Background: an optimization exercise with open tools, aiming at small area. Do not read the settings as production practice.
At most, simulation tests tie the RTL to the original design; equivalence was not proved.
The RTL of run 1 was laid out without a check of its function.
Power figures rest on the tool's default switching activity, not on a simulated workload.

### flow/flow/run.sh
#!/bin/bash
# The standard layout (standard.sh) with three changes:
#  - synthesis uses ORFS's own scripts unchanged except ABC's area script,
#    which maps for area only (amap) instead of map with buffering and
#    sizing for delay; registers are mapped exactly as the standard
#    synthesis maps them (dfflibmap runs before ABC);
#  - each port gets a single buf_1 buffer;
#  - the clock tree is built from clkbuf_4 cells without dummy loads.
# Each tool's output goes to its own log file in this folder.
set -euo pipefail
rm -rf scripts_local
cp -r "$FLOW_HOME/scripts" scripts_local
printf 'strash\ndch -f\namap\ntopo\n' > scripts_local/abc_area.script
SCRIPTS_DIR="$PWD/scripts_local" bash standard.sh synth > synth.log 2>&1
export BUFFER_PORTS_ARGS="-buffer_cell sky130_fd_sc_hd__buf_1"
export CTS_ARGS="-sink_clustering_enable -repair_clock_nets -dont_use_dummy_load -buf_list {sky130_fd_sc_hd__clkbuf_4} -sink_clustering_size 10 -sink_clustering_max_diameter 40"
bash standard.sh > standard.log 2>&1
### flow/standard.sh
#!/bin/bash
# synth_recipe.tcl (not shown) runs the flow's synth.tcl, then flattens the netlist and writes it again
# the make line also repeats each setting of config.mk as NAME=value (left out here)
make -C /OpenROAD-flow-scripts/flow DESIGN_CONFIG=/design/flow/config.mk WORK_HOME=/design/flow/orfs CLKGATE_MAP_FILE= SYNTH_SCRIPT=/design/flow/synth_recipe.tcl "${@:-finish}"
### flow/config.mk
export PLATFORM = sky130hd
export DESIGN_NAME = lpf_cascade
export DESIGN_NICKNAME = lpf_cascade
export VERILOG_FILES = /design/flow/design.v
export SDC_FILE = /design/flow/constraint.sdc
export NUM_CORES = 4
export LEC_CHECK = 0
export ABC_AREA = 1
export CAP_MARGIN = 20
export CORE_MARGIN = 2
export CORE_UTILIZATION = 55
export GPL_ROUTABILITY_DRIVEN = 0
export GPL_TIMING_DRIVEN = 0
export PLACE_DENSITY = 0.7
export SLEW_MARGIN = 20
### flow/constraint.sdc
create_clock -name core_clock -period 10.0 [get_ports {clk}]
set_input_delay 2.0000 -clock core_clock [delete_from_list [all_inputs] [get_ports {clk}]]
set_output_delay 2.0000 -clock core_clock [all_outputs]
set_load 0.01 [all_outputs]
### flow/design.v
module lpf_stage_sub	(	in_n,
				w_n,
				v,
				k,
				d_n);
input	[19:0]	in_n;
input	[19:0]	w_n;
input	[19:0]	v;
input	[3:0]	k;
output	[20:0]	d_n;
wire	[20:1]	cs;
wire	[19:1]	s_n;
wire	[20:0]	a_n;
wire	[14:0]	keep;
wire	[20:0]	vm;
wire	[21:0]	ce;
assign cs[1] = in_n[0] | w_n[0];
genvar j;
generate
	for (j = 1; j < 20; j = j + 1) begin : g_s
		assign s_n[j] = in_n[j] ^ w_n[j] ^ cs[j];
		assign cs[j+1] = (in_n[j] & w_n[j]) | (cs[j] & (in_n[j] ^ w_n[j]));
	end
	for (j = 0; j < 15; j = j + 1) begin : g_m
		assign keep[j] = (k <= j);
	end
endgenerate
assign a_n = {s_n[19], s_n[19], s_n[19:1]};
assign vm = {v[19], v[19:15], v[14:0] & keep};
assign ce[0] = 1'b0;
generate
	for (j = 0; j < 21; j = j + 1) begin : g_d
		assign d_n[j] = a_n[j] ^ vm[j] ^ ce[j];
		assign ce[j+1] = (a_n[j] & vm[j]) | (ce[j] & (a_n[j] ^ vm[j]));
	end
endgenerate
endmodule
module lpf_stage_acc	(	v,
				d_n,
				k,
				en,
				vn);
input	[19:0]	v;
input	[20:0]	d_n;
input	[3:0]	k;
input		en;
output	[19:0]	vn;
wire signed	[20:0]	ds_n = d_n;
wire	[20:0]	shf_n = ds_n >>> k;
wire	[19:0]	sh = ~(shf_n[19:0] | {20{!en}});
wire	[20:0]	c;
assign c[0] = 1'b0;
genvar j;
generate
	for (j = 0; j < 20; j = j + 1) begin : g_v
		assign vn[j] = v[j] ^ sh[j] ^ c[j];
		assign c[j+1] = (v[j] & sh[j]) | (c[j] & (v[j] ^ sh[j]));
	end
endgenerate
endmodule
module lpf_cascade	(	clk,
				rst,
				sample_clk,
				k,
				vin,
				vout,
				vout_valid);
input		clk;
input		rst;
input		sample_clk;
input	[3:0]	k;
input	[13:0]	vin;
output	[19:0]	vout;
output		vout_valid;
reg		sample_clk_old;
reg	[13:0]	vin_h;
reg	[3:0]	k_h;
reg	[2:0]	ph;
reg	[1:0]	clr_n;
reg		pend;
reg		run;
reg		run2;
reg	[19:0]	V0, V1, V2, V3, V4;
reg	[19:0]	W0, W1, W2, W3, W4;
reg		d20_n;
wire		sample = sample_clk & !sample_clk_old;
wire		ph4 = (ph == 3'd4);
wire		clr = (clr_n != 2'd0);
wire	[19:0]	x = {vin_h, 6'b000000};
wire	[19:0]	in_n = ~(ph4 ? x : V1);
wire	[19:0]	in2_n = ~((run2 & (ph == 3'd0)) ? x : V0);
wire	[20:0]	d_n;
wire	[19:0]	vn;
lpf_stage_sub	SUB	(	.in_n(in_n),
				.w_n(W0),
				.v(V0),
				.k(k_h),
				.d_n(d_n));
lpf_stage_acc	ACC	(	.v(V4),
				.d_n({d20_n, W4}),
				.k(k_h),
				.en(run2),
				.vn(vn));
assign vout = V3;
assign vout_valid = run & (ph == 3'd2);
always @(posedge clk) begin
	sample_clk_old <= sample_clk & !rst;
	if (sample) begin
		vin_h <= vin;
		k_h <= k;
	end
	if (rst) begin
		ph <= 3'd2;
		clr_n <= 2'd2;
		pend <= 1'b0;
		run <= 1'b0;
		run2 <= 1'b0;
	end else begin
		ph <= ph4 ? 3'd0 : ph + 3'd1;
		if (ph4) begin
			if (clr)
				clr_n <= clr_n - 2'd1;
			run <= (pend | sample) & (clr_n[1] == 1'b0);
			pend <= (pend | sample) & clr_n[1];
		end else begin
			pend <= pend | sample;
		end
		run2 <= run;
	end
	d20_n <= d_n[20];
	V0 <= V1;
	V1 <= V2;
	V2 <= V3;
	V3 <= (rst | clr) ? 20'd0 : vn;
	V4 <= V0;
	W0 <= W1;
	W1 <= W2;
	W2 <= W3;
	W3 <= (run2 | clr) ? in2_n : W4;
	W4 <= run ? d_n[19:0] : W0;
end
endmodule
==> results.txt, run 1 <==
# TYPE chip_impl_metric gauge
chip_impl_info{name="run_status",value="no timing/DRC/antenna violations"} 1
chip_impl_metric{name="mappedNetlistArea",unit="mm2"} 0.00770
chip_impl_metric{name="cts_max_path_buffers",unit=""} 3
chip_impl_metric{name="area_of_the_die",unit="mm2"} 0.0150
chip_impl_info{name="worstSetupPathType",value="flop to flop"} 1
chip_impl_metric{name="io_buffers",unit=""} 41
chip_impl_metric{name="postSynthRegisterBits",unit=""} 228
chip_impl_metric{name="pre_cts_ws",unit="ps"} -450
chip_impl_metric{name="worst-slew-pin-transition",unit="ps"} 929
chip_impl_metric{name="finalHoldViolations",unit=""} 0
chip_impl_metric{name="post_route_cells_drive_above_1_share",unit=""} 0.0849
chip_impl_metric{name="grt_start_max_net_pins",unit=""} 29
chip_impl_metric{name="drc_errors",unit=""} 0
chip_impl_metric{name="max_slew_margin",unit=""} 0.379
chip_impl_metric{name="post-route-util",unit=""} 0.615
chip_impl_metric{name="overflow",unit=""} 0
chip_impl_metric{name="cts_buffers",unit=""} 29
chip_impl_metric{name="dr.first_iter.drc_count",unit=""} 577
chip_impl_metric{name="regToRegSetupSlack",unit="ps"} 220
chip_impl_metric{name="p_total",unit="mW"} 1.40
chip_impl_metric{name="core-area",unit="mm2"} 0.0138
chip_impl_metric{name="vias",unit=""} 5018
chip_impl_metric{name="critPathMaxFanout",unit=""} 15
chip_impl_metric{name="grt_first_pass_wirelength",unit="um"} 26000
chip_impl_metric{name="yosysSeqAreaShare",unit=""} 0.616
chip_impl_metric{name="dpl-instance-area",unit="mm2"} 0.00812
chip_impl_metric{name="synthMuxAreaShare",unit=""} 0
chip_impl_metric{name="yosysWarnings",unit=""} 1
chip_impl_metric{name="postLayoutSetupSlackWorst",unit="ps"} 216
chip_impl_metric{name="vias_per_cell",unit=""} 5.73
chip_impl_metric{name="total_length_of_routed_wires",unit="um"} 16400
chip_impl_info{name="yosysTopAreaCell",value="dfxtp_1"} 1
chip_impl_metric{name="dieHeight",unit="um"} 122
chip_impl_metric{name="post_synth_fa_ha_maj_area_fraction",unit=""} 0.155
chip_impl_metric{name="final_max_slew_viol_count",unit=""} 0
chip_impl_metric{name="synthXorXnorAreaFrac",unit=""} 0
chip_impl_info{name="start_kind",value="flop"} 1
chip_impl_metric{name="yosys.cell_types.count",unit=""} 25
chip_impl_metric{name="layout.nets",unit=""} 780
chip_impl_metric{name="core.rowCount",unit=""} 43
chip_impl_metric{name="grt_usage",unit=""} 0.226
chip_impl_metric{name="grt_antenna_before_repair",unit=""} 1
chip_impl_info{name="clock_tree.root_cell",value="clkbuf_4"} 1
chip_impl_metric{name="final_period_minus_worst_setup_slack",unit="ps"} 9780
chip_impl_metric{name="wl_per_cell",unit="um"} 18.8
chip_impl_metric{name="finalClockSkew",unit="ps"} 52.1
chip_impl_info{name="tritoncts",value="built"} 1
chip_impl_info{name="hold_class",value="flop to flop"} 1
chip_impl_metric{name="count_of_flip_flops_with_a_built_in_enable_after_synthesis",unit=""} 18
chip_impl_metric{name="syn-instance-count",unit=""} 611
chip_impl_metric{name="area.growth.synth_to_final",unit="%"} 9.91
chip_impl_metric{name="power_density",unit="mW/mm2"} 165
chip_impl_metric{name="drt_pre_antenna_iters",unit=""} 6
chip_impl_metric{name="cts.sink_count",unit=""} 228
chip_impl_info{name="setup_repair_after_global_routing_missed_its_margin",value="no"} 1
chip_impl_metric{name="cellLeakagePower",unit="nW"} 3.02
chip_impl_metric{name="tns",unit="ps"} 0
chip_impl_metric{name="drv.max_cap_violation_count",unit=""} 0
chip_impl_metric{name="io_pins",unit=""} 42
chip_impl_metric{name="setup_violations",unit=""} 0
chip_impl_metric{name="hpwlAfterDp",unit="um"} 10800
chip_impl_metric{name="worst_ir_drop_vdd",unit="mV"} 0.119
chip_impl_metric{name="synth_area_per_cell",unit="um2"} 12.6
chip_impl_metric{name="postSynthNetCount",unit=""} 694
chip_impl_metric{name="async_flop_share",unit=""} 0
chip_impl_info{name="synth_top_family_by_area",value="adder cells"} 1
chip_impl_metric{name="final.period_utilization",unit=""} 0.978
chip_impl_metric{name="final.fill_count",unit=""} 1153
chip_impl_metric{name="detail-route-antenna-nets",unit=""} 0
chip_impl_metric{name="first_global_vias",unit=""} 5021
chip_impl_metric{name="max_freq",unit="MHz"} 102
chip_impl_metric{name="insertion_delay",unit="ps"} 660
chip_impl_metric{name="clk_pin_slew_worst_paths",unit="ps"} 110
chip_impl_metric{name="yosys.area.top_type_share",unit=""} 0.546
chip_impl_metric{name="final_design_area_no_fill",unit="mm2"} 0.00846
chip_impl_info{name="netlist_top_cells_area",value="dfxtp_1 (55%), fa_1 (15%), edfxtp_1 (7.0%)"} 1
chip_impl_metric{name="synthSimpleGateAreaFrac",unit=""} 0.0689
chip_impl_metric{name="horizontal_die_dimension",unit="um"} 122
chip_impl_metric{name="ctsHtreeMaxLevel",unit=""} 1
chip_impl_metric{name="required",unit="ps"} 10500
chip_impl_metric{name="share_of_the_synthesized_area_in_compound_gates_ao_oa_aoi_oai",unit=""} 0.135
chip_impl_metric{name="arrival_time_at_the_worst_endpoint",unit="ps"} 10280
chip_impl_metric{name="cts_hold_repair.buffers",unit=""} 0
chip_impl_info{name="synth_ff_type",value="dfxtp_1"} 1
chip_impl_info{name="cp-end-kind",value="flop"} 1
chip_impl_metric{name="floorplan.initialDensity",unit=""} 0.559
-- synthesized netlist by cell type, drive strengths merged (2+ instances only) --
master / instances
a211oi: 2
a21oi: 19
o22a: 42
o21ai: 9
ha: 6
o221ai: 6
edfxtp: 18
o32ai: 2
nor2: 65
fa: 56
a22oi: 4
nor3: 10
dfxtp: 210
o22ai: 57
a222oi: 2
clkinv: 51
nand2: 23
o21a: 2
nor2b: 21
-- registers in the layout (all words and copies together), names as in the netlist, 3 cells and up --
register and cells:
V4 20, ph 3, V3 20, W1 20, W3 20, vin_h 14, V2 20, V0 20
V1 20, W4 20, k_h 4, W0 20, W2 20
-- cell families (layout without fill, tap and decap cells) --
| family | count (synthesis) | count (layout) |
|---|---|---|
| flops | 228 | 228 |
| compound gates | 148 | 148 |
| fa+ha+maj | 62 | 62 |
| buf+inv | 51 | 135 |
| simple gates | 122 | 122 |
| other cells | 0 | 1 |
-- through the flow --
| step | hold slack, ps | std cells |
|---|---|---|
| CTS | 288 | 864 |
| finish | 285 | 876 |
| floorplan | 310 | 611 |
| global placement | 310 | 832 |
| detailed placement | 312 | 835 |
| global route | 270 | 876 |
-- where the power goes --
part / switching (mW) / leakage (nW) / internal (mW)
sequential: 0.00962 / 1.87 / 0.932
combinational: 0.0369 / 1.01 / 0.0198
clock: 0.268 / 0.133 / 0.133
total: 0.314 / 3.02 / 1.08
-- per-layer routing --
metal	share of wire	track usage
met5	0	0
met4	0.028	0.0826
met3	0.060	0.0376
met2	0.49	0.370
met1	0.43	0.305
-- layout make-up --
class	count	area, um2	share of cell area
Clock buffer	29	218	0.0257
Timing Repair inverter	3	15.0	0.00177
Sequential cell	228	4750	0.561
Timing Repair Buffer	52	254	0.0300
Inverter	51	209	0.0247
Multi-Input combinational cell	332	2790	0.330
Tap cell	180	225	0.0266
Antenna cell	1	2.50	0.000296
-- final timing paths --
path,startpoint,to,depth (start not counted)
max reg2reg,k_h[1]$_DFFE_PP_,V3[19]$_SDFF_PP0_,26
max,k_h[1]$_DFFE_PP_,V3[19]$_SDFF_PP0_,26
min reg2reg,W2[7]$_DFF_P_,W1[7]$_DFF_P_,0
min,W2[7]$_DFF_P_,W1[7]$_DFF_P_,0
-- critical path, stage by stage (launching register included) --
cell      delay, ps
edfxtp_1        690
nor2_1          620
a222oi_1        190
o22ai_1         200
nor3_1           80
ha_1            200
fa_1            400
fa_1            410
fa_1            400
fa_1            390
fa_1            390
fa_1            390
fa_1            420
fa_1            390
fa_1            390
fa_1            380
fa_1            400
fa_1            390
fa_1            400
fa_1            430
fa_1            400
fa_1            380
fa_1            390
fa_1            390
a21oi_1         180
nor2_1           60
a211oi_1        310
-- layout by cell type, fill, tap and decap left out, types with 21 or more instances in the layout --
| master | synthesis | routed |
|---|---|---|
| dfxtp_1 | 210 | 207 |
| nor2_1 | 65 | 63 |
| o22ai_1 | 57 | 57 |
| fa_1 | 56 | 51 |
| clkinv_1 | 51 | 46 |
| o22a_1 | 42 | 42 |
| buf_1 | 0 | 41 |
| clkbuf_4 | 0 | 29 |
| nand2_1 | 23 | 23 |
| nor2b_1 | 21 | 21 |
-- timing repair --
item                       in CTS  in global routing
buffers inserted                0                  8
setup endpoints to repair       4                  4
gates resized for setup         6                  8
gates cloned                    0                  3
==> run 2: changes to the inputs <==
--- a/flow/design.v
+++ b/flow/design.v
@@ -10,15 +10,7 @@
 output	[20:0]	d_n;
-wire	[20:1]	cs;
 wire	[19:1]	s_n;
-wire	[20:0]	a_n;
 wire	[14:0]	keep;
 wire	[20:0]	vm;
-wire	[21:0]	ce;
-assign cs[1] = in_n[0] | w_n[0];
 genvar j;
 generate
-	for (j = 1; j < 20; j = j + 1) begin : g_s
-		assign s_n[j] = in_n[j] ^ w_n[j] ^ cs[j];
-		assign cs[j+1] = (in_n[j] & w_n[j]) | (cs[j] & (in_n[j] ^ w_n[j]));
-	end
 	for (j = 0; j < 15; j = j + 1) begin : g_m
@@ -27,11 +19,9 @@
 endgenerate
-assign a_n = {s_n[19], s_n[19], s_n[19:1]};
 assign vm = {v[19], v[19:15], v[14:0] & keep};
-assign ce[0] = 1'b0;
-generate
-	for (j = 0; j < 21; j = j + 1) begin : g_d
-		assign d_n[j] = a_n[j] ^ vm[j] ^ ce[j];
-		assign ce[j+1] = (a_n[j] & vm[j]) | (ce[j] & (a_n[j] ^ vm[j]));
-	end
-endgenerate
+lpf_add_s	ADD_S	(	.x(in_n),
+				.y(w_n),
+				.s(s_n));
+lpf_add_d	ADD_D	(	.x({s_n[19], s_n[19], s_n[19:1]}),
+				.y(vm),
+				.s(d_n));
 endmodule
@@ -50,2 +40,44 @@
 wire	[19:0]	sh = ~(shf_n[19:0] | {20{!en}});
+lpf_add_v	ADD_V	(	.x(v),
+				.y(sh),
+				.s(vn));
+endmodule
+module lpf_add_s	(	x,
+			y,
+			s);
+input	[19:0]	x;
+input	[19:0]	y;
+output	[19:1]	s;
+wire	[20:1]	c;
+assign c[1] = x[0] | y[0];
+genvar j;
+generate
+	for (j = 1; j < 20; j = j + 1) begin : g_s
+		assign s[j] = x[j] ^ y[j] ^ c[j];
+		assign c[j+1] = (x[j] & y[j]) | (c[j] & (x[j] ^ y[j]));
+	end
+endgenerate
+endmodule
+module lpf_add_d	(	x,
+			y,
+			s);
+input	[20:0]	x;
+input	[20:0]	y;
+output	[20:0]	s;
+wire	[21:0]	c;
+assign c[0] = 1'b0;
+genvar j;
+generate
+	for (j = 0; j < 21; j = j + 1) begin : g_d
+		assign s[j] = x[j] ^ y[j] ^ c[j];
+		assign c[j+1] = (x[j] & y[j]) | (c[j] & (x[j] ^ y[j]));
+	end
+endgenerate
+endmodule
+module lpf_add_v	(	x,
+			y,
+			s);
+input	[19:0]	x;
+input	[19:0]	y;
+output	[19:0]	s;
 wire	[20:0]	c;
@@ -55,4 +87,4 @@
 	for (j = 0; j < 20; j = j + 1) begin : g_v
-		assign vn[j] = v[j] ^ sh[j] ^ c[j];
-		assign c[j+1] = (v[j] & sh[j]) | (c[j] & (v[j] ^ sh[j]));
+		assign s[j] = x[j] ^ y[j] ^ c[j];
+		assign c[j+1] = (x[j] & y[j]) | (c[j] & (x[j] ^ y[j]));
 	end
@@ -77,3 +109,3 @@
 reg	[3:0]	k_h;
-reg	[2:0]	ph;
+reg	[4:0]	ph;
 reg	[1:0]	clr_n;
@@ -86,3 +118,3 @@
 wire		sample = sample_clk & !sample_clk_old;
-wire		ph4 = (ph == 3'd4);
+wire		ph4 = ph[4];
 wire		clr = (clr_n != 2'd0);
@@ -90,3 +122,3 @@
 wire	[19:0]	in_n = ~(ph4 ? x : V1);
-wire	[19:0]	in2_n = ~((run2 & (ph == 3'd0)) ? x : V0);
+wire	[19:0]	in2_n = ~((run2 & ph[0]) ? x : V0);
 wire	[20:0]	d_n;
@@ -104,3 +136,3 @@
 assign vout = V3;
-assign vout_valid = run & (ph == 3'd2);
+assign vout_valid = run & ph[2];
 always @(posedge clk) begin
@@ -112,3 +144,3 @@
 	if (rst) begin
-		ph <= 3'd2;
+		ph <= 5'b00100;
 		clr_n <= 2'd2;
@@ -118,3 +150,3 @@
 	end else begin
-		ph <= ph4 ? 3'd0 : ph + 3'd1;
+		ph <= {ph[3:0], ph[4]};
 		if (ph4) begin
--- a/flow/flow/run.sh
+++ b/flow/flow/run.sh
@@ -12,3 +12,3 @@
 cp -r "$FLOW_HOME/scripts" scripts_local
-printf 'strash\ndch -f\namap\ntopo\n' > scripts_local/abc_area.script
+printf 'strash\ndch\namap -F 4 -A 8\ntopo\n' > scripts_local/abc_area.script
 SCRIPTS_DIR="$PWD/scripts_local" bash standard.sh synth > synth.log 2>&1
--- a/flow/config.mk
+++ b/flow/config.mk
@@ -15 +15,3 @@
 export SLEW_MARGIN = 20
+export SYNTH_HIERARCHICAL = 1
+export SYNTH_MINIMUM_KEEP_SIZE = 0
==> run 2 against run 1 <==
- utilization is 0.95 points lower
- critical path type unchanged
- die area down 1.1%
- critical path depth fell by 1
- maximum frequency fell by 0.38%
- critical endpoint is now W4[19]$_DFF_P_
- largest cell class unchanged
- largest power group unchanged
- synthesized area down 1.1%
- power up 4.3%
==> results.txt, run 2 <==
# TYPE chip_impl_metric gauge
chip_impl_metric{name="vias_per_cell",unit=""} 5.92
chip_impl_metric{name="post_route_cells_drive_above_1_share",unit=""} 0.0698
chip_impl_metric{name="final_max_slew_viol_count",unit=""} 0
chip_impl_metric{name="area_of_the_die",unit="mm2"} 0.0148
chip_impl_info{name="clock_tree.root_cell",value="clkbuf_4"} 1
chip_impl_metric{name="yosys.area.top_type_share",unit=""} 0.557
chip_impl_metric{name="yosysSeqAreaShare",unit=""} 0.628
chip_impl_metric{name="regToRegSetupSlack",unit="ps"} 180
chip_impl_metric{name="p_sw",unit="mW"} 0.336
chip_impl_metric{name="worst-slew-pin-transition",unit="ps"} 953
chip_impl_metric{name="async_flop_share",unit=""} 0
chip_impl_metric{name="mappedNetlistArea",unit="mm2"} 0.00762
chip_impl_metric{name="yosys.cell_types.count",unit=""} 26
chip_impl_info{name="netlist_top_cells_area",value="dfxtp_1 (56%), fa_1 (14%), edfxtp_1 (7.1%)"} 1
chip_impl_info{name="synth_ff_type",value="dfxtp_1"} 1
chip_impl_metric{name="post_synth_fa_ha_maj_area_fraction",unit=""} 0.149
chip_impl_metric{name="count_of_flip_flops_with_a_built_in_enable_after_synthesis",unit=""} 18
chip_impl_metric{name="critPathMaxFanout",unit=""} 23
chip_impl_info{name="tritoncts",value="built"} 1
chip_impl_metric{name="worst_ir_drop_vdd",unit="mV"} 0.115
chip_impl_info{name="crit_path_top_delay_cell",value="fa_1"} 1
chip_impl_metric{name="postSynthRegisterBits",unit=""} 230
chip_impl_metric{name="drc_errors",unit=""} 0
chip_impl_metric{name="drv.max_cap_violation_count",unit=""} 0
chip_impl_info{name="yosysMostFrequentCell",value="dfxtp_1"} 1
chip_impl_info{name="synth_top_family_by_area",value="compound AO/OA/AOI/OAI gates"} 1
chip_impl_metric{name="layout.nets",unit=""} 711
chip_impl_metric{name="core-area",unit="mm2"} 0.0137
chip_impl_info{name="setup_repair_after_global_routing_missed_its_margin",value="no"} 1
chip_impl_metric{name="power_frac_clock",unit=""} 0.268
chip_impl_info{name="run_status",value="no timing/DRC/antenna violations"} 1
chip_impl_metric{name="arrival_time_at_the_worst_endpoint",unit="ps"} 10360
chip_impl_metric{name="detail-route-antenna-nets",unit=""} 0
chip_impl_metric{name="wl_per_cell",unit="um"} 19.6
chip_impl_metric{name="required",unit="ps"} 10540
chip_impl_metric{name="io_buffers",unit=""} 41
chip_impl_metric{name="share_of_the_synthesized_area_in_compound_gates_ao_oa_aoi_oai",unit=""} 0.166
chip_impl_metric{name="synthSimpleGateAreaFrac",unit=""} 0.0427
chip_impl_metric{name="final.period_utilization",unit=""} 0.982
chip_impl_metric{name="grt_antenna_before_repair",unit=""} 0
chip_impl_metric{name="finalHoldViolations",unit=""} 0
chip_impl_info{name="worstSetupPathType",value="flop to flop"} 1
chip_impl_metric{name="floorplan.initialDensity",unit=""} 0.555
chip_impl_metric{name="cts_buffers",unit=""} 28
chip_impl_info{name="synth.cells.most_frequent",value="dfxtp_1 (212), o22ai_1 (59), fa_1 (55)"} 1
chip_impl_metric{name="grt_first_pass_wirelength",unit="um"} 25000
chip_impl_metric{name="hpwlAfterDp",unit="um"} 10500
chip_impl_info{name="layout.cells.most_common_list",value="dfxtp_1 (211), o22ai_1 (59), fa_1 (54)"} 1
chip_impl_metric{name="synth_area_per_cell",unit="um2"} 13.8
chip_impl_metric{name="final_period_minus_worst_setup_slack",unit="ps"} 9820
chip_impl_metric{name="insertedDiodeCount",unit=""} 0
chip_impl_metric{name="dpl-instance-area",unit="mm2"} 0.00802
chip_impl_metric{name="postSynthNetCount",unit=""} 632
chip_impl_metric{name="first_global_vias",unit=""} 4820
chip_impl_metric{name="ctsHtreeMaxLevel",unit=""} 1
chip_impl_metric{name="core.rowCount",unit=""} 43
chip_impl_metric{name="max_slew_margin",unit=""} 0.363
chip_impl_metric{name="worstHoldPathCells",unit=""} 0
chip_impl_metric{name="area.growth.synth_to_final",unit="%"} 8.97
chip_impl_info{name="crit_top_cell",value="fa_1"} 1
chip_impl_metric{name="synthMuxAreaShare",unit=""} 0
chip_impl_info{name="start_kind",value="flop"} 1
chip_impl_metric{name="final.hold.worst_slack",unit="ps"} 300
chip_impl_metric{name="grt_start_max_net_pins",unit=""} 27
chip_impl_info{name="cp-end-kind",value="flop"} 1
chip_impl_info{name="hold_class",value="flop to flop"} 1
chip_impl_metric{name="overflow",unit=""} 0
chip_impl_metric{name="clk_pin_slew_worst_paths",unit="ps"} 100
chip_impl_metric{name="vias",unit=""} 4795
chip_impl_metric{name="crit_buf_inv",unit=""} 1
chip_impl_metric{name="insertion_delay",unit="ps"} 640
chip_impl_metric{name="dp_cells",unit=""} 775
chip_impl_info{name="yosysTopAreaCell",value="dfxtp_1"} 1
chip_impl_metric{name="finished_layout_cells",unit=""} 810
chip_impl_metric{name="syn-instance-count",unit=""} 553
chip_impl_metric{name="dr.first_iter.drc_count",unit=""} 333
chip_impl_metric{name="cellLeakagePower",unit="nW"} 3.21
chip_impl_metric{name="finalClockSkew",unit="ps"} 57.0
chip_impl_info{name="worst_r2r_endpoint",value="W4[19]$_DFF_P_"} 1
chip_impl_metric{name="drt_pre_antenna_iters",unit=""} 5
chip_impl_info{name="rr_startpoint",value="ph[4]$_SDFF_PP0_"} 1
chip_impl_info{name="cpLargestDelayFamily",value="adder cells"} 1
chip_impl_metric{name="critical-path-max-stage-delay",unit="ps"} 520
chip_impl_metric{name="grt_usage",unit=""} 0.219
chip_impl_info{name="final_common_cell",value="dfxtp_1"} 1
chip_impl_metric{name="dieHeight",unit="um"} 122
chip_impl_metric{name="io_pins",unit=""} 42
chip_impl_metric{name="comb_power_share",unit=""} 0.059
chip_impl_metric{name="share_seq_of_total_power",unit=""} 0.673
chip_impl_metric{name="internal_power",unit="mW"} 1.12
chip_impl_metric{name="cts.sink_count",unit=""} 230
chip_impl_metric{name="total_length_of_routed_wires",unit="um"} 15900
chip_impl_metric{name="max_freq",unit="MHz"} 102
chip_impl_metric{name="final_design_area_no_fill",unit="mm2"} 0.00830
chip_impl_metric{name="cts_hold_repair.buffers",unit=""} 0
chip_impl_metric{name="setup_violations",unit=""} 0
chip_impl_info{name="worstHoldEndpoint",value="W0[19]$_DFF_P_"} 1
chip_impl_metric{name="cts_max_path_buffers",unit=""} 3
chip_impl_metric{name="horizontal_die_dimension",unit="um"} 122
chip_impl_info{name="worst_hold_startpoint",value="W1[19]$_DFF_P_"} 1
chip_impl_metric{name="power.switching_fraction",unit=""} 0.230
chip_impl_metric{name="yosysWarnings",unit=""} 7
chip_impl_metric{name="r2r_cells",unit=""} 25
chip_impl_metric{name="final.fill_count",unit=""} 1114
chip_impl_metric{name="power_density",unit="mW/mm2"} 176
chip_impl_metric{name="synthXorXnorAreaFrac",unit=""} 0.00115
==> run 2: layout make-up <==
cell class / count / area, um2 / area share
Clock buffer: 28 / 210 / 0.0253
Inverter: 26 / 114 / 0.0137
Multi-Input combinational cell: 297 / 2750 / 0.331
Sequential cell: 230 / 4790 / 0.577
Tap cell: 180 / 225 / 0.0271
Timing Repair Buffer: 48 / 210 / 0.0253
Timing Repair inverter: 1 / 5.00 / 0.000603
==> run 2: cells by family (layout without fill, tap and decap cells) <==
group	Yosys count	in the layout
AO/OA/AOI/OAI	171	171
AND/OR/NAND/NOR	67	67
flip-flops	230	230
XOR/XNOR	1	1
buffers and inverters	26	103
adder cells (fa/ha/maj)	58	58
==> run 2: Yosys stat by module (local to each module, per instance) <==
module	flip-flops and latches	cells	area (um2)
lpf_add_d	0	24	410
lpf_add_s	0	22	384
lpf_add_v	0	23	390
lpf_cascade	230	360	5630
lpf_stage_acc	0	94	651
lpf_stage_sub	0	30	153
==> run 2: stage by stage <==
stage	setup slack, ps	utilization	total power [mW]	TNS, ps
after global placement	-643	0.583	1.08	-1540
after global routing	26.3	0.605	1.53	0
after detailed placement	-656	0.584	1.08	-1970
after CTS	2.68	0.600	1.47	0
after floorplan	478	-	1.05	0
final	178	0.605	1.46	0
==> run 2: how the worst max path moves through the flow <==
stage	startpoint	endpoint	slack [ps]	depth (start not counted)
after floorplan	ph[4]$_SDFF_PP0_	W4[19]$_DFF_P_	480	25
after global placement	ph[4]$_SDFF_PP0_	W4[19]$_DFF_P_	-640	25
after detailed placement	ph[4]$_SDFF_PP0_	W4[19]$_DFF_P_	-660	25
after CTS	k_h[1]$_DFFE_PP_	V3[19]$_SDFF_PP0_	3	27
after global routing	ph[4]$_SDFF_PP0_	W4[19]$_DFF_P_	30	25
final	ph[4]$_SDFF_PP0_	W4[19]$_DFF_P_	180	25
==> run 2: metal layers <==
layer | routed length, um | share of wire | up-vias | global-route usage
li1 | - | - | 2176 | -
met1 | 6930 | 0.44 | 2325 | 0.312
met2 | 7200 | 0.45 | 245 | 0.342
met3 | 1280 | 0.081 | 49 | 0.0473
met4 | 461 | 0.029 | 0 | 0.0668
met5 | 0 | 0 | - | 0
==> run 2: power groups by stage <==
| stage | registers, mW | clock network [mW] | logic (mW) |
|---|---|---|---|
| 6_report | 0.982 | 0.391 | 0.0859 |
| 5_1_grt | 0.986 | 0.446 | 0.0936 |
| 4_1_cts | 0.984 | 0.405 | 0.0781 |
| 3_5_place_dp | 1.00 | 0 | 0.0774 |
| 3_3_place_gp | 1.00 | 0 | 0.0737 |
| 2_1_floorplan | 0.996 | 0 | 0.0558 |
==> run 2: what timing repair did <==
action / in CTS / in global routing
buffers inserted: 0 / 6
cloned: 0 / 1
endpoints found under the setup margin: 5 / 4
gates resized for setup: 3 / 7
==> run 3: changes to the inputs <==
--- a/flow/design.v
+++ b/flow/design.v
@@ -28,3 +28,3 @@
 module lpf_stage_acc	(	v,
-				d_n,
+				d,
 				k,
@@ -33,3 +33,3 @@
 input	[19:0]	v;
-input	[20:0]	d_n;
+input	[20:0]	d;
 input	[3:0]	k;
@@ -37,7 +37,6 @@
 output	[19:0]	vn;
-wire signed	[20:0]	ds_n = d_n;
-wire	[20:0]	shf_n = ds_n >>> k;
-wire	[19:0]	sh = ~(shf_n[19:0] | {20{!en}});
+wire signed	[20:0]	ds = d;
+wire	[20:0]	shf = ds >>> k;
 lpf_add_v	ADD_V	(	.x(v),
-				.y(sh),
+				.y(shf[19:0] & {20{en}}),
 				.s(vn));
@@ -116,3 +115,3 @@
 reg	[19:0]	W0, W1, W2, W3, W4;
-reg		d20_n;
+reg		d20;
 wire		sample = sample_clk & !sample_clk_old;
@@ -131,3 +130,3 @@
 lpf_stage_acc	ACC	(	.v(V4),
-				.d_n({d20_n, W4}),
+				.d({d20, W4}),
 				.k(k_h),
@@ -161,3 +160,3 @@
 	end
-	d20_n <= d_n[20];
+	d20 <= !d_n[20];
 	V0 <= V1;
@@ -170,4 +169,4 @@
 	W2 <= W3;
-	W3 <= (run2 | clr) ? in2_n : W4;
-	W4 <= run ? d_n[19:0] : W0;
+	W3 <= ~((run2 | clr) ? ~in2_n : W4);
+	W4 <= ~(run ? d_n[19:0] : W0);
 end
==> run 3 against run 2 <==
- first-iteration DRC count rose by 8.7%
- power is 0.71% higher
- synthesized cell count is 2.2% higher
- cell count rose by 1.5%
- sequential cell count unchanged
- setup slack better by 11 ps
- sequential share of layout area up 0.087 points
- die area shrank 0.49%
- largest power group unchanged
- highest routed layer unchanged
==> results.txt, run 3 <==
# TYPE chip_impl_metric gauge
chip_impl_info{name="run_status",value="no timing/DRC/antenna violations"} 1
chip_impl_metric{name="horizontal_die_dimension",unit="um"} 121
chip_impl_info{name="rr_startpoint",value="ph[4]$_SDFF_PP0_"} 1
chip_impl_metric{name="postSynthRegisterBits",unit=""} 230
chip_impl_metric{name="p_total",unit="mW"} 1.47
chip_impl_info{name="clock_tree.root_cell",value="clkbuf_4"} 1
chip_impl_metric{name="synth_area_per_cell",unit="um2"} 13.4
chip_impl_metric{name="arrival_time_at_the_worst_endpoint",unit="ps"} 10310
chip_impl_metric{name="hpwlAfterDp",unit="um"} 10500
chip_impl_metric{name="final.hold.worst_slack",unit="ps"} 317
chip_impl_info{name="yosysTopAreaCell",value="dfxtp_1"} 1
chip_impl_metric{name="vias_per_cell",unit=""} 5.84
chip_impl_info{name="worst_r2r_endpoint",value="d20$_DFF_P_"} 1
chip_impl_metric{name="grt_usage",unit=""} 0.230
chip_impl_metric{name="final_max_slew_viol_count",unit=""} 0
chip_impl_metric{name="yosysSeqAreaShare",unit=""} 0.631
chip_impl_metric{name="count_of_flip_flops_with_a_built_in_enable_after_synthesis",unit=""} 18
chip_impl_metric{name="final.fill_count",unit=""} 1096
chip_impl_info{name="synth.cells.most_frequent",value="dfxtp_1 (212), o22ai_1 (78), fa_1 (55)"} 1
chip_impl_metric{name="first_global_vias",unit=""} 5073
chip_impl_metric{name="final_period_minus_worst_setup_slack",unit="ps"} 9810
chip_impl_metric{name="yosys.cell_types.count",unit=""} 24
chip_impl_metric{name="dr.first_iter.drc_count",unit=""} 362
chip_impl_metric{name="overflow",unit=""} 0
chip_impl_metric{name="insertion_delay",unit="ps"} 640
chip_impl_metric{name="core.rowCount",unit=""} 42
chip_impl_metric{name="tns",unit="ps"} 0
chip_impl_info{name="synth_ff_type",value="dfxtp_1"} 1
chip_impl_metric{name="yosys.area.top_type_share",unit=""} 0.560
chip_impl_metric{name="core-area",unit="mm2"} 0.0133
chip_impl_metric{name="drc_errors",unit=""} 0
chip_impl_metric{name="cts.sink_count",unit=""} 230
chip_impl_info{name="worst_hold_startpoint",value="W2[1]$_DFF_P_"} 1
chip_impl_info{name="worstHoldEndpoint",value="W1[1]$_DFF_P_"} 1
chip_impl_info{name="start_kind",value="flop"} 1
chip_impl_metric{name="dieHeight",unit="um"} 121
chip_impl_metric{name="grt_antenna_before_repair",unit=""} 1
chip_impl_info{name="tritoncts",value="built"} 1
chip_impl_metric{name="grt_first_pass_wirelength",unit="um"} 26300
chip_impl_metric{name="power_density",unit="mW/mm2"} 177
chip_impl_metric{name="pre_cts_ws",unit="ps"} -929
chip_impl_metric{name="area.growth.synth_to_final",unit="%"} 9.36
chip_impl_info{name="layout.cells.most_common_list",value="dfxtp_1 (211), o22ai_1 (78), fa_1 (54)"} 1
chip_impl_metric{name="async_flop_share",unit=""} 0
chip_impl_metric{name="regToRegSetupSlack",unit="ps"} 190
chip_impl_metric{name="worst_ir_drop_vdd",unit="mV"} 0.121
chip_impl_metric{name="grt_start_max_net_pins",unit=""} 25
chip_impl_info{name="yosysMostFrequentCell",value="dfxtp_1"} 1
chip_impl_metric{name="cts_max_path_buffers",unit=""} 3
chip_impl_info{name="worstSetupPathType",value="flop to flop"} 1
chip_impl_metric{name="ctsHtreeMaxLevel",unit=""} 1
chip_impl_metric{name="io_pins",unit=""} 42
chip_impl_info{name="setup_repair_after_global_routing_missed_its_margin",value="no"} 1
chip_impl_metric{name="setup_violations",unit=""} 0
chip_impl_metric{name="wl_per_cell",unit="um"} 19.5
chip_impl_metric{name="postSynthNetCount",unit=""} 644
chip_impl_metric{name="post_route_cells_drive_above_1_share",unit=""} 0.0729
chip_impl_metric{name="cellLeakagePower",unit="nW"} 3.00
chip_impl_metric{name="post-route-util",unit=""} 0.621
chip_impl_metric{name="final.period_utilization",unit=""} 0.981
chip_impl_metric{name="max_slew_margin",unit=""} 0.368
chip_impl_info{name="cp-end-kind",value="flop"} 1
chip_impl_metric{name="floorplan.initialDensity",unit=""} 0.568
chip_impl_metric{name="area_of_the_die",unit="mm2"} 0.0147
chip_impl_metric{name="worst-slew-pin-transition",unit="ps"} 946
chip_impl_metric{name="drv.max_cap_violation_count",unit=""} 0
chip_impl_metric{name="vias",unit=""} 4800
chip_impl_metric{name="total_length_of_routed_wires",unit="um"} 16000
chip_impl_metric{name="mappedNetlistArea",unit="mm2"} 0.00758
chip_impl_metric{name="required",unit="ps"} 10500
chip_impl_metric{name="cts_buffers",unit=""} 29
chip_impl_metric{name="critPathMaxFanout",unit=""} 12
chip_impl_metric{name="max_freq",unit="MHz"} 102
chip_impl_metric{name="yosysWarnings",unit=""} 7
chip_impl_metric{name="io_buffers",unit=""} 41
chip_impl_info{name="final_common_cell",value="dfxtp_1"} 1
chip_impl_metric{name="clk_pin_slew_worst_paths",unit="ps"} 90
chip_impl_metric{name="layout.nets",unit=""} 726
chip_impl_metric{name="finalHoldViolations",unit=""} 0
chip_impl_metric{name="detail-route-antenna-nets",unit=""} 0
chip_impl_info{name="hold_class",value="flop to flop"} 1
chip_impl_metric{name="syn-instance-count",unit=""} 565
chip_impl_metric{name="r2r_cells",unit=""} 26
chip_impl_metric{name="worstHoldPathCells",unit=""} 0
chip_impl_metric{name="drt_pre_antenna_iters",unit=""} 5
chip_impl_info{name="netlist_top_cells_area",value="dfxtp_1 (56%), fa_1 (15%), edfxtp_1 (7.1%)"} 1
chip_impl_metric{name="postLayoutSetupSlackWorst",unit="ps"} 189
chip_impl_metric{name="finalClockSkew",unit="ps"} 38.8
==> run 3: changes by cell type after synthesis, moves of 2 or more <==
cell,delta
o22ai_1,+19
a22o_1,-17
nor2_1,+16
o21a_1,-8
a21oi_1,+6
clkinv_1,-4
nand2_1,+4
o221a_1,-3
o22a_1,+3
o221ai_1,-2
==> run 3: where the power goes <==
part	switching [mW]	internal (mW)	total, mW
sequential	0.0211	0.959	0.980
clock	0.266	0.133	0.399
combinational	0.0533	0.0361	0.0894
==> run 3: how the worst max path moves through the flow <==
stage	start	endpoint	slack, ps
4_1_cts	ph[4]$_SDFF_PP0_	d20$_DFF_P_	30
6_report	ph[4]$_SDFF_PP0_	d20$_DFF_P_	190
5_1_grt	ph[4]$_SDFF_PP0_	d20$_DFF_P_	4
3_3_place_gp	ph[4]$_SDFF_PP0_	d20$_DFF_P_	-600
2_1_floorplan	ph[4]$_SDFF_PP0_	d20$_DFF_P_	550
3_5_place_dp	ph[4]$_SDFF_PP0_	d20$_DFF_P_	-930
==> run 3: layout make-up <==
| cell class | instances | area [um2] | area share |
|---|---|---|---|
| Timing Repair inverter | 1 | 8.76 | 0.00106 |
| Clock buffer | 29 | 218 | 0.0263 |
| Multi-Input combinational cell | 313 | 2720 | 0.329 |
| Antenna cell | 1 | 2.50 | 0.000302 |
| Timing Repair Buffer | 50 | 225 | 0.0272 |
| Inverter | 22 | 101 | 0.0122 |
| Sequential cell | 230 | 4790 | 0.578 |
| Tap cell | 176 | 220 | 0.0266 |
==> run 3: cells by family after synthesis <==
family                   count (synthesis)  synth area share
AO/OA/AOI/OAI                          168             0.155
adder cells (fa/ha/maj)                 58             0.150
buffers and inverters                   22            0.0109
flip-flops                             230             0.631
AND/OR/NAND/NOR                         87            0.0528
==> run 3: metal layers <==
| metal | vias up | global-route usage | part of all wire |
|---|---|---|---|
| met1 | 2341 | 0.316 | 0.44 |
| met4 | 0 | 0.0790 | 0.024 |
| met3 | 41 | 0.0461 | 0.064 |
| met5 | - | 0 | 0 |
| li1 | 2208 | - | - |
| met2 | 210 | 0.367 | 0.47 |
==> run 3: modules after synthesis (local to each module, per instance) <==
module / flops+latches / cell area [um2] / cells inside / times used
lpf_cascade: 230 / 5560 / 355 / 1
lpf_stage_acc: 0 / 681 / 110 / 1
lpf_add_d: 0 / 410 / 24 / 1
lpf_stage_sub: 0 / 153 / 30 / 1
lpf_add_s: 0 / 384 / 23 / 1
lpf_add_v: 0 / 390 / 23 / 1
==> run 3: timing repair <==
item                                    in CTS  in global routing
hold buffers                                 0                  0
endpoints found under the setup margin       6                  4
resized for setup                            6                  3
gates cloned                                 0                  1
setup buffers                                1                  7
==> run 3: critical path, cell delays in order (launching register included) <==
cell and delay (ps):
dfxtp_4 420, clkinv_8 110, nand2_1 50, or2_0 210, fa_1 400, fa_1 420, fa_2 470, fa_1 460
fa_1 410, fa_1 400, fa_1 410, fa_1 400, fa_1 420, fa_1 390, fa_1 390, fa_1 390
fa_1 390, fa_1 400, fa_1 420, fa_1 390, fa_1 400, fa_1 420, fa_1 410, fa_1 410
fa_1 410, a21oi_1 180, clkinv_1 90
==> run 3: per-stage QoR <==
stage                     area [um2]  instances
after CTS                       8220        813
after global routing            8290        822
final                           8290        822
after global placement          7950        782
after detailed placement        7970        783
after floorplan                 7580        565
==> run 4: changes to the inputs <==
--- a/flow/config.mk
+++ b/flow/config.mk
@@ -10,6 +10,6 @@
 export CORE_MARGIN = 2
-export CORE_UTILIZATION = 55
+export CORE_UTILIZATION = 65
 export GPL_ROUTABILITY_DRIVEN = 0
 export GPL_TIMING_DRIVEN = 0
-export PLACE_DENSITY = 0.7
+export PLACE_DENSITY = 0.8
 export SLEW_MARGIN = 20
==> run 4 against run 3 <==
- global-route usage grew 2.6 points
- highest routed layer unchanged
- critical path depth stayed put
- largest cell class unchanged
- sequential cell count did not move
- critical endpoint unchanged
- via count is 0.25% lower
- worst hold slack worse by 10 ps
==> results.txt, run 4 <==
# TYPE chip_impl_metric gauge
chip_impl_info{name="run_status",value="no timing/DRC/antenna violations"} 1
chip_impl_metric{name="postSynthRegisterBits",unit=""} 230
chip_impl_info{name="tritoncts",value="built"} 1
chip_impl_metric{name="arrival_time_at_the_worst_endpoint",unit="ps"} 10250
chip_impl_info{name="layout.cells.most_common_list",value="dfxtp_1 (211), o22ai_1 (78), fa_1 (55)"} 1
chip_impl_metric{name="regToRegSetupSlack",unit="ps"} 280
chip_impl_info{name="maxUsedRoutingLayer",value="met4"} 1
chip_impl_metric{name="async_flop_share",unit=""} 0
chip_impl_metric{name="worst_ir_drop_vdd",unit="mV"} 0.136
chip_impl_metric{name="detail_route.wirelength.met1",unit="um"} 6640
chip_impl_metric{name="drc_errors",unit=""} 0
chip_impl_metric{name="final_max_slew_viol_count",unit=""} 0
chip_impl_metric{name="route.met3.wl",unit="um"} 1140
chip_impl_info{name="crit_path_top_delay_cell",value="fa_1"} 1
chip_impl_info{name="start_kind",value="flop"} 1
chip_impl_metric{name="vias",unit=""} 4788
chip_impl_metric{name="p_total",unit="mW"} 1.45
chip_impl_info{name="setup_repair_after_global_routing_missed_its_margin",value="no"} 1
chip_impl_metric{name="postSynthNetCount",unit=""} 644
chip_impl_metric{name="dieHeight",unit="um"} 112
chip_impl_metric{name="total_length_of_routed_wires",unit="um"} 15600
chip_impl_info{name="worst_hold_startpoint",value="W3[2]$_DFF_P_"} 1
chip_impl_metric{name="worstHoldPathCells",unit=""} 0
chip_impl_info{name="cp-end-kind",value="flop"} 1
chip_impl_metric{name="pre_cts_ws",unit="ps"} -782
chip_impl_info{name="netlist_top_cells_area",value="dfxtp_1 (56%), fa_1 (15%), edfxtp_1 (7.1%)"} 1
chip_impl_metric{name="hpwlAfterDp",unit="um"} 10500
chip_impl_metric{name="clk_pin_slew_worst_paths",unit="ps"} 110
chip_impl_metric{name="io_buffers",unit=""} 41
chip_impl_metric{name="synthSimpleGateAreaFrac",unit=""} 0.0528
chip_impl_metric{name="detailroute.wirelength.met2",unit="um"} 7350
chip_impl_metric{name="synthXorXnorAreaFrac",unit=""} 0
chip_impl_metric{name="grt_usage",unit=""} 0.255
chip_impl_metric{name="insertedDiodeCount",unit=""} 0
chip_impl_metric{name="floorplan.initialDensity",unit=""} 0.664
chip_impl_metric{name="critPathMaxFanout",unit=""} 23
chip_impl_info{name="final_common_cell",value="dfxtp_1"} 1
chip_impl_metric{name="share_of_the_synthesized_area_in_compound_gates_ao_oa_aoi_oai",unit=""} 0.155
chip_impl_metric{name="drt_pre_antenna_iters",unit=""} 8
chip_impl_metric{name="power_density",unit="mW/mm2"} 177
chip_impl_info{name="worstSetupPathType",value="flop to flop"} 1
chip_impl_metric{name="cellLeakagePower",unit="nW"} 2.98
chip_impl_metric{name="core-area",unit="mm2"} 0.0114
chip_impl_info{name="synth.cells.most_frequent",value="dfxtp_1 (212), o22ai_1 (78), fa_1 (55)"} 1
chip_impl_metric{name="cts_max_path_buffers",unit=""} 3
chip_impl_info{name="hold_class",value="flop to flop"} 1
chip_impl_metric{name="yosys.cell_types.count",unit=""} 24
chip_impl_metric{name="first_global_vias",unit=""} 5061
chip_impl_metric{name="horizontal_die_dimension",unit="um"} 112
chip_impl_metric{name="tns",unit="ps"} 0
chip_impl_metric{name="detail-route-antenna-nets",unit=""} 0
chip_impl_metric{name="final.fill_count",unit=""} 815
chip_impl_metric{name="critical-path-max-stage-delay",unit="ps"} 510
chip_impl_info{name="yosysTopAreaCell",value="dfxtp_1"} 1
chip_impl_metric{name="synthMuxAreaShare",unit=""} 0
chip_impl_metric{name="yosys.area.top_type_share",unit=""} 0.560
chip_impl_metric{name="io_pins",unit=""} 42
chip_impl_metric{name="required",unit="ps"} 10520
chip_impl_metric{name="cts.sink_count",unit=""} 230
chip_impl_metric{name="postLayoutSetupSlackWorst",unit="ps"} 275
chip_impl_metric{name="insertion_delay",unit="ps"} 620
chip_impl_metric{name="layout.nets",unit=""} 721
chip_impl_metric{name="synth_area_per_cell",unit="um2"} 13.4
chip_impl_metric{name="cts_buffers",unit=""} 27
chip_impl_metric{name="yosysSeqAreaShare",unit=""} 0.631
chip_impl_metric{name="finalHoldViolations",unit=""} 0
chip_impl_metric{name="area_of_the_die",unit="mm2"} 0.0125
chip_impl_metric{name="ctsHtreeMaxLevel",unit=""} 1
chip_impl_metric{name="mappedNetlistArea",unit="mm2"} 0.00758
chip_impl_metric{name="area.growth.synth_to_final",unit="%"} 8.24
chip_impl_info{name="worst_r2r_endpoint",value="d20$_DFF_P_"} 1
chip_impl_metric{name="core.rowCount",unit=""} 39
chip_impl_metric{name="grt_start_max_net_pins",unit=""} 25
chip_impl_metric{name="max_slew_margin",unit=""} 0.368
chip_impl_info{name="synth_top_family_by_area",value="compound AO/OA/AOI/OAI gates"} 1
chip_impl_info{name="synth_ff_type",value="dfxtp_1"} 1
chip_impl_info{name="crit_top_cell",value="fa_1"} 1
chip_impl_metric{name="finalClockSkew",unit="ps"} 52.3
chip_impl_info{name="rr_startpoint",value="ph[4]$_SDFF_PP0_"} 1
chip_impl_metric{name="final.hold.worst_slack",unit="ps"} 307
chip_impl_metric{name="max_freq",unit="MHz"} 103
chip_impl_metric{name="final.period_utilization",unit=""} 0.972
chip_impl_metric{name="r2r_cells",unit=""} 26
chip_impl_metric{name="cts_hold_repair.buffers",unit=""} 0
chip_impl_metric{name="post_synth_fa_ha_maj_area_fraction",unit=""} 0.150
chip_impl_metric{name="final_period_minus_worst_setup_slack",unit="ps"} 9720
chip_impl_metric{name="vias_per_cell",unit=""} 6.11
chip_impl_metric{name="setup_violations",unit=""} 0
chip_impl_metric{name="dp_cells",unit=""} 750
chip_impl_metric{name="dr.first_iter.drc_count",unit=""} 507
chip_impl_info{name="yosysMostFrequentCell",value="dfxtp_1"} 1
chip_impl_metric{name="yosysWarnings",unit=""} 7
chip_impl_metric{name="finished_layout_cells",unit=""} 783
chip_impl_metric{name="overflow",unit=""} 0
chip_impl_metric{name="drv.max_cap_violation_count",unit=""} 0
chip_impl_info{name="clock_tree.root_cell",value="clkbuf_4"} 1
chip_impl_metric{name="syn-instance-count",unit=""} 565
chip_impl_info{name="worstHoldEndpoint",value="W2[2]$_DFF_P_"} 1
chip_impl_metric{name="count_of_flip_flops_with_a_built_in_enable_after_synthesis",unit=""} 18
chip_impl_metric{name="grt_first_pass_wirelength",unit="um"} 25300
chip_impl_metric{name="worst-slew-pin-transition",unit="ps"} 946
chip_impl_metric{name="post_route_cells_drive_above_1_share",unit=""} 0.0641
chip_impl_metric{name="wl_per_cell",unit="um"} 20.0
chip_impl_metric{name="grt_antenna_before_repair",unit=""} 0
==> run 4: cell counts after synthesis <==
No cell type changed its count.
==> run 4: stage by stage <==
step                       util  instance area, um2
after floorplan               -                7580
after global placement    0.693                7910
after detailed placement  0.695                7930
after CTS                 0.714                8150
after global routing      0.718                8200
final                     0.718                8200
==> run 4: layout make-up <==
type / instances / area, um2 / share of cell area
Timing Repair Buffer: 48 / 210 / 0.0256
Sequential cell: 230 / 4790 / 0.584
Clock buffer: 27 / 203 / 0.0247
Tap cell: 143 / 179 / 0.0218
Inverter: 22 / 101 / 0.0124
Multi-Input combinational cell: 313 / 2720 / 0.332
==> run 4: report_power, final <==
group	internal (mW)	leakage, nW	switching, mW
combinational	0.0357	0.961	0.0533
clock	0.124	0.124	0.258
sequential	0.959	1.90	0.0217
==> run 4: metal layers <==
layer / vias to the layer above / track usage
met2: 242 / 0.404
met5: - / 0
met3: 57 / 0.0533
met1: 2290 / 0.355
li1: 2199 / -
met4: 0 / 0.0951
==> run 4: logic make-up (layout without fill, tap and decap cells) <==
| kind of cell | after synthesis | count (layout) |
|---|---|---|
| and+or+nand+nor | 87 | 87 |
| AOI/OAI and AO/OA | 168 | 168 |
| buffers and inverters | 22 | 97 |
| adders and majority gates | 58 | 58 |
| DFF | 230 | 230 |
==> run 4: worst max path at each step <==
stage | slack (ps) | depth (start not counted) | endpoint | start
after floorplan | 550 | 26 | d20$_DFF_P_ | ph[4]$_SDFF_PP0_
after global placement | -560 | 26 | d20$_DFF_P_ | ph[4]$_SDFF_PP0_
after detailed placement | -780 | 26 | d20$_DFF_P_ | ph[4]$_SDFF_PP0_
after CTS | 60 | 26 | d20$_DFF_P_ | ph[4]$_SDFF_PP0_
after global routing | 1 | 25 | V3[19]$_SDFF_PP0_ | k_h[3]$_DFFE_PP_
final | 280 | 26 | d20$_DFF_P_ | ph[4]$_SDFF_PP0_
==> run 4: repair_timing <==
action | in CTS | in global routing
endpoints found under the setup margin | 5 | 4
setup buffers | 1 | 5
hold endpoints to repair | 0 | 0
gates resized for setup | 5 | 4
==> run 4: worst max-delay path, delay by kind of cell (launching register included) <==
kind	cells	cell delay (ps)
adders and majority gates	21	8560
and+or+nand+nor	2	280
AOI/OAI and AO/OA	1	180
buffers and inverters	2	200
DFF	1	410
==> run 4: Yosys stat by module (local to each module, per instance) <==
module         area, um2  cells  flip-flops and latches  times used
lpf_add_d            410     24                       0           1
lpf_stage_sub        153     30                       0           1
lpf_cascade         5560    355                     230           1
lpf_add_v            390     23                       0           1
lpf_stage_acc        681    110                       0           1
lpf_add_s            384     23                       0           1
==> run 5: changes to the inputs <==
--- a/flow/design.v
+++ b/flow/design.v
@@ -121,3 +121,5 @@
 wire	[19:0]	in_n = ~(ph4 ? x : V1);
-wire	[19:0]	in2_n = ~((run2 & ph[0]) ? x : V0);
+wire		w3_x = run2 & ph[0];
+wire		w3_v = (run2 & !ph[0]) | clr;
+wire		w3_w = !(run2 | clr);
 wire	[20:0]	d_n;
@@ -169,3 +171,3 @@
 	W2 <= W3;
-	W3 <= ~((run2 | clr) ? ~in2_n : W4);
+	W3 <= ~(({20{w3_x}} & x) | ({20{w3_v}} & V0) | ({20{w3_w}} & W4));
 	W4 <= ~(run ? d_n[19:0] : W0);
==> run 5 against run 4 <==
- still clean on timing, DRC and antenna
- first-iteration DRC count increased by 12%
- synthesized cell count decreased by 2.5%
- cell count decreased by 1.3%
- maximum frequency decreased by 0.44%
- clock skew increased by 16 ps
- register-to-register slack got worse by 40 ps
- critical endpoint unchanged
- largest power group unchanged
==> results.txt, run 5 <==
# TYPE chip_impl_metric gauge
chip_impl_metric{name="grt_start_max_net_pins",unit=""} 25
chip_impl_metric{name="final_max_slew_viol_count",unit=""} 0
chip_impl_metric{name="cts_hold_repair.buffers",unit=""} 0
chip_impl_info{name="netlist_top_cells_area",value="dfxtp_1 (57%), fa_1 (15%), edfxtp_1 (7.2%)"} 1
chip_impl_metric{name="yosys.area.top_type_share",unit=""} 0.566
chip_impl_metric{name="core-area",unit="mm2"} 0.0113
chip_impl_metric{name="power_density",unit="mW/mm2"} 170
chip_impl_info{name="synth_ff_type",value="dfxtp_1"} 1
chip_impl_metric{name="arrival_time_at_the_worst_endpoint",unit="ps"} 10280
chip_impl_metric{name="dr.first_iter.drc_count",unit=""} 570
chip_impl_metric{name="insertion_delay",unit="ps"} 620
chip_impl_metric{name="insertedDiodeCount",unit=""} 0
chip_impl_metric{name="max_slew_margin",unit=""} 0.353
chip_impl_metric{name="postSynthRegisterBits",unit=""} 230
chip_impl_metric{name="core.rowCount",unit=""} 39
chip_impl_metric{name="grt_antenna_before_repair",unit=""} 0
chip_impl_metric{name="grt_first_pass_wirelength",unit="um"} 25100
chip_impl_metric{name="worst_ir_drop_vdd",unit="mV"} 0.126
chip_impl_metric{name="power_frac_clock",unit=""} 0.278
chip_impl_metric{name="overflow",unit=""} 0
chip_impl_metric{name="final.fill_count",unit=""} 776
chip_impl_metric{name="first_global_vias",unit=""} 4901
chip_impl_metric{name="postSynthNetCount",unit=""} 630
chip_impl_metric{name="yosys.cell_types.count",unit=""} 26
chip_impl_metric{name="syn-instance-count",unit=""} 551
chip_impl_metric{name="area_of_the_die",unit="mm2"} 0.0124
chip_impl_info{name="cp-end-kind",value="flop"} 1
chip_impl_metric{name="detail-route-antenna-nets",unit=""} 0
chip_impl_info{name="run_status",value="no timing/DRC/antenna violations"} 1
chip_impl_info{name="yosysTopAreaCell",value="dfxtp_1"} 1
chip_impl_metric{name="synth_area_per_cell",unit="um2"} 13.6
chip_impl_metric{name="total_length_of_routed_wires",unit="um"} 15300
chip_impl_info{name="layout.cells.most_common_list",value="dfxtp_1 (211), o22ai_1 (64), fa_1 (54)"} 1
chip_impl_metric{name="critPathMaxFanout",unit=""} 24
chip_impl_metric{name="finished_layout_cells",unit=""} 773
chip_impl_metric{name="p_sw",unit="mW"} 0.304
chip_impl_info{name="hold_class",value="flop to flop"} 1
chip_impl_info{name="clock_tree.root_cell",value="clkbuf_4"} 1
chip_impl_metric{name="share_seq_of_total_power",unit=""} 0.678
chip_impl_metric{name="horizontal_die_dimension",unit="um"} 111
chip_impl_info{name="tritoncts",value="built"} 1
chip_impl_metric{name="worst-slew-pin-transition",unit="ps"} 969
chip_impl_metric{name="max_freq",unit="MHz"} 102
chip_impl_metric{name="vias",unit=""} 4765
chip_impl_metric{name="internal_power",unit="mW"} 1.08
chip_impl_info{name="worst_setup_path_startpoint",value="ph[4]$_SDFF_PP0_"} 1
chip_impl_metric{name="post_route_cells_drive_above_1_share",unit=""} 0.0762
chip_impl_metric{name="count_of_flip_flops_with_a_built_in_enable_after_synthesis",unit=""} 18
chip_impl_metric{name="dieHeight",unit="um"} 111
chip_impl_metric{name="hpwlAfterDp",unit="um"} 10400
chip_impl_metric{name="cts.sink_count",unit=""} 230
chip_impl_metric{name="comb_power_share",unit=""} 0.045
chip_impl_info{name="synth.cells.most_frequent",value="dfxtp_1 (212), o22ai_1 (64), fa_1 (55)"} 1
chip_impl_metric{name="ctsHtreeMaxLevel",unit=""} 1
chip_impl_metric{name="drt_pre_antenna_iters",unit=""} 6
chip_impl_metric{name="floorplan.initialDensity",unit=""} 0.663
chip_impl_metric{name="yosysWarnings",unit=""} 7
chip_impl_metric{name="critical-path-max-stage-delay",unit="ps"} 480
chip_impl_metric{name="area.growth.synth_to_final",unit="%"} 8.94
chip_impl_info{name="worstSetupPathType",value="flop to flop"} 1
chip_impl_metric{name="p_total",unit="mW"} 1.39
chip_impl_metric{name="drc_errors",unit=""} 0
chip_impl_metric{name="power.switching_fraction",unit=""} 0.219
chip_impl_metric{name="postLayoutSetupSlackWorst",unit="ps"} 232
chip_impl_metric{name="mappedNetlistArea",unit="mm2"} 0.00750
chip_impl_metric{name="final_period_minus_worst_setup_slack",unit="ps"} 9770
chip_impl_info{name="worst_hold_startpoint",value="W1[12]$_DFF_P_"} 1
chip_impl_metric{name="io_pins",unit=""} 42
chip_impl_metric{name="clk_pin_slew_worst_paths",unit="ps"} 100
chip_impl_metric{name="dp_cells",unit=""} 738
chip_impl_metric{name="required",unit="ps"} 10520
-- run 5: cell types whose count changed in the layout (fill, tap and decap cells not counted), sizes merged, moves of 2 or more --
cell and change:
a22o -14, nor2 +2, a22oi +6, buf +3, o221ai -6, a222oi +14
o22ai -14, clkinv -3
-- run 5: kinds of logic after synthesis --
| kind of cell | synth area share |
|---|---|
| AND/OR/NAND/NOR | 0.0544 |
| AO/OA/AOI/OAI | 0.146 |
| adder cells (fa/ha/maj) | 0.152 |
| buffers and inverters | 0.0100 |
| flip-flops | 0.638 |
-- run 5: path summary, 6_finish.rpt --
check | to | slack (ps) | cells past startpoint
min | W0[12]$_DFF_P_ | 320 | 0
max reg2reg | d20$_DFF_P_ | 230 | 26
min reg2reg | W0[12]$_DFF_P_ | 320 | 0
max | d20$_DFF_P_ | 230 | 26
-- run 5: worst register-to-register path, cell delays in order, from the launching register on --
cell	delay, ps
dfxtp_4	390
clkinv_8	120
nand2_1	60
or2_0	210
fa_1	410
fa_1	410
fa_1	400
fa_1	410
fa_1	400
fa_1	390
fa_1	460
fa_2	480
fa_1	470
fa_1	400
fa_1	390
fa_1	390
fa_1	410
fa_1	390
fa_1	410
fa_1	430
fa_1	400
fa_1	390
fa_1	390
fa_1	390
fa_1	420
a21oi_1	190
clkinv_1	100
-- run 5: per-stage QoR --
stage	TNS (ps)	utilization	cell area [um2]
2_1_floorplan	0	-	7500
3_3_place_gp	-1550	0.692	7840
3_5_place_dp	-2280	0.697	7890
4_1_cts	0	0.717	8120
5_1_grt	0	0.722	8170
6_report	0	0.722	8170
-- run 5: final cells by class --
cell class,instances,area share
clock buffer,28,0.0257
inverter,20,0.0116
multi-input combinational,301,0.325
sequential,230,0.586
tap,143,0.0219
timing repair buffer,51,0.0298
-- run 5: per-layer routing --
| metal | track usage | routed length, um |
|---|---|---|
| met1 | 0.337 | 6130 |
| met2 | 0.426 | 7510 |
| met3 | 0.0517 | 1050 |
| met4 | 0.0897 | 579 |
| met5 | 0 | 0 |
-- run 5: power groups by stage --
stage          Clock (mW)  Sequential (mW)  Combinational (mW)
2_1_floorplan           0            0.962              0.0363
3_3_place_gp            0            0.965              0.0496
3_5_place_dp            0            0.965              0.0544
4_1_cts             0.399            0.944              0.0559
5_1_grt             0.433            0.943              0.0680
6_report            0.385            0.942              0.0619
-- run 5: repair_timing --
item,in CTS,in global routing
resized for setup,6,4
endpoints found under the setup margin,5,4
pin swaps,0,0
setup buffers,1,6
-- run 5: Yosys stat by module, one instance, submodules excluded --
module         flip-flops and latches  cells
lpf_add_d                           0     24
lpf_add_s                           0     23
lpf_add_v                           0     23
lpf_cascade                       230    341
lpf_stage_acc                       0    110
lpf_stage_sub                       0     30

-- re-timing with driven ports --
How much do the figures lean on ideal ports? The routed layouts below were timed once more, with nothing changed but the port constraints.
Step 1: set_driving_cell puts a clkbuf_16 on clk and a buf_2 on each other input, an assumption about the parent block.
Step 2, shift: input delay + t, output delay - t, t = (earliest + latest rising clock arrival at the registers) / 2. This alone moves slack from input paths to output paths.
Three values: no drivers, after step 1, after step 2; two values: the first two.
| run | t, ns | setup WS [ns] | worst hold slack (ns) |
|---|---|---|---|
| run 1 | 0.667 | 0.216 / 0.216 / 0.216 | 0.285 / 0.285 / 0.285 |
| run 2 | 0.646 | 0.178 / 0.178 / 0.178 | 0.300 / 0.300 / 0.300 |
| run 3 | 0.659 | 0.189 / 0.189 / 0.189 | 0.317 / 0.317 / 0.317 |
| run 4 | 0.623 | 0.275 / 0.275 / 0.275 | 0.307 / 0.307 / 0.307 |
| run 5 | 0.623 | 0.232 / 0.232 / 0.232 | 0.318 / 0.318 / 0.318 |
After both steps setup and hold are still met in every run listed.
